From an optimization exercise on the open Yosys and OpenROAD flow, aimed at small area and a short achievable clock period; shortcuts taken in it are not production practice.
At most, simulation tests tie the RTL to the original design; equivalence was not proved.
Power figures rest on the tool's default switching activity, not on a simulated workload.

## FIR_filter
module FIR_filter #(
    parameter  N1   = 8,
    parameter  N2 = 16 ,
    parameter integer N3  = 32
)(
    input  wire                      clk,
    input  wire                      rst,
    input  wire                      enable,
    input  wire signed [N2-1:0]    input_data,
    output  signed [N3-1:0]   sampleT,
   output   signed [N3-1:0] output_data
);
Size: about 1000 cells after synthesis, ~160 flip-flops, about 83 I/O pins, roughly 12000 um^2 of cells after synthesis.
Settings: LEC_CHECK=0, CAP_MARGIN=20, CORE_MARGIN=2, CORE_UTILIZATION=60, CTS_BUF_LIST=sky130_fd_sc_hd__clkbuf_8, CTS_CLUSTER_DIAMETER=100, CTS_CLUSTER_SIZE=40, PLACE_DENSITY=0.7, SLEW_MARGIN=20, SYNTH_HIERARCHICAL=1, SYNTH_MINIMUM_KEEP_SIZE=0; clock period 12.0 ns.
standard.sh (not shown) runs the stock make flow with config.mk's settings and CLKGATE_MAP_FILE= SYNTH_SCRIPT=/design/flow/synth_recipe.tcl, a recipe that flattens the netlist after the stock synthesis.
==> flow/flow/run.sh <==
#!/bin/bash
# The standard layout (the standard.sh, unchanged synthesis and steps), with the
# port buffers that the flow inserts on every input and output made from buf_2 cells,
# and repair_timing asked for more setup slack than the 12 ns clock needs.
# make's output goes to layout.log; each tool's own log is under orfs/logs/.
set -euo pipefail
bash standard.sh 'BUFFER_PORTS_ARGS=-buffer_cell sky130_fd_sc_hd__buf_2' SETUP_SLACK_MARGIN=7.5 finish > layout.log 2>&1
The starting point finished clean.
Next try:
==> flow/flow/run.sh (replaced) <==
#!/bin/bash
# The standard layout (the standard.sh, unchanged synthesis and steps), with the
# port buffers that the flow inserts on every input and output made from buf_2 cells.
# make's output goes to layout.log; each tool's own log is under orfs/logs/.
set -euo pipefail
bash standard.sh 'BUFFER_PORTS_ARGS=-buffer_cell sky130_fd_sc_hd__buf_2' finish > layout.log 2>&1
After rerunning: The new run finished with timing, DRC and antenna clean. Power came out lower by about 9%. Worst setup slack gets worse by 0.30 ns. Routed wire length shrinks by about 2.5%. Clock power fell by about 20%. Final area shrinks by about 4%. Via count goes down by 1.9%. Synthesized cell count stays the same. Core utilization came out lower by 2.7 points. Die area is unchanged. Final cell count drops by about 1.5%. Synthesized area is unchanged.
No functional check of the RTL was part of any run of this note.

Another version of the RTL of FIR_filter (not shown whole).
Size: roughly 1000 cells after synthesis, about 160 flip-flops, roughly 12000 µm² of cells after synthesis.
Design FIR_filter, start of the top module:
module FIR_filter #(
    parameter  N1   = 8,
    parameter  N2 = 16 ,
    parameter integer N3  = 32
)(
    input  wire                      clk,
    input  wire                      rst,
    input  wire                      enable,
    input  wire signed [N2-1:0]    input_data,
    output  signed [N3-1:0]   sampleT,
   output   signed [N3-1:0] output_data
);
clock: 12.0 ns
lec_check: 0
cap_margin: 20
core_margin: 2
core_utilization: 60
cts_buf_list: sky130_fd_sc_hd__clkbuf_8
cts_cluster_diameter: 100
cts_cluster_size: 40
place_density: 0.7
slew_margin: 20
synth_hierarchical: 1
synth_minimum_keep_size: 0
==> flow/flow/run.sh <==
#!/bin/bash
# The standard layout (the standard.sh, unchanged synthesis and steps), with the
# port buffers that the flow inserts on every input and output made from buf_2 cells.
# make's output goes to layout.log; each tool's own log is under orfs/logs/.
set -euo pipefail
bash standard.sh 'BUFFER_PORTS_ARGS=-buffer_cell sky130_fd_sc_hd__buf_2' finish > layout.log 2>&1
Rerun with:
==> flow/flow/run.sh (replaced) <==
#!/bin/bash
# The standard layout (the standard.sh, unchanged synthesis and steps), with the
# port buffers that the flow inserts on every input and output made from buf_2 cells,
# and repair_timing asked for more setup slack than the 12 ns clock needs.
# make's output goes to layout.log; each tool's own log is under orfs/logs/.
set -euo pipefail
bash standard.sh 'BUFFER_PORTS_ARGS=-buffer_cell sky130_fd_sc_hd__buf_2' SETUP_SLACK_MARGIN=8.0 TNS_END_PERCENT=5 finish > layout.log 2>&1
Power goes up by 6.3%.
Area after synthesis stays the same.
Synthesized cell count does not change.
Non-clock buffer count rises by 8.
Register-to-register slack gets better by 0.24 ns.
Die area stays the same.
Sequential share of layout area shrinks by 0.36 points.
Utilization rises by 1.6 points.
Final area rose by 2.6%.
Cell count came out higher by 0.55%.
Via count shrinks by 0.36%.
Rerun with:
--- a/flow/flow/run.sh
+++ b/flow/flow/run.sh
@@ -5,3 +5,3 @@
 # make's output goes to layout.log; each tool's own log is under orfs/logs/.
 set -euo pipefail
-bash standard.sh 'BUFFER_PORTS_ARGS=-buffer_cell sky130_fd_sc_hd__buf_2' SETUP_SLACK_MARGIN=8.0 TNS_END_PERCENT=5 finish > layout.log 2>&1
+bash standard.sh 'BUFFER_PORTS_ARGS=-buffer_cell sky130_fd_sc_hd__buf_2' SETUP_SLACK_MARGIN=7.6 TNS_END_PERCENT=5 finish > layout.log 2>&1
Routed wire length went down by 0.78%.
Via count grows by 0.43%.
Fmax is lower by 0.83%.
Synthesized area is unchanged.

-- what the ideal ports hide --
No port has a modelled driver above. Below, the same layouts with a new extraction and two added sets of constraints. Step 1: set_driving_cell puts a clkbuf_16 on clk and a buf_2 on each other input, an assumption about the parent block. Step 2 also shifts input and output timing later by t, the mid clock arrival at the registers, as if the neighbouring blocks saw the same clock. Three values: ideal ports, drivers, drivers and shift; two values: the first two.
run	shift t [ns]	setup slack, ns	worst data-port slew with drivers (ns)
the first run of note 1	0.502	7.358 / 7.322 / 7.222	0.07
the second run of note 1	0.500	7.062 / 7.020 / 7.097	0.07
the first run of note 2	0.508	7.178 / 7.134 / 7.107	0.04
the second run of note 2	0.487	7.432 / 7.395 / 7.199	0.04
the third run of note 2	0.493	7.394 / 7.350 / 7.167	0.03
After both steps every run listed still meets setup and hold. For the second run of note 2, which loses most, drivers alone change the setup slack by -0.037 ns; drivers and shift together by -0.233 ns.
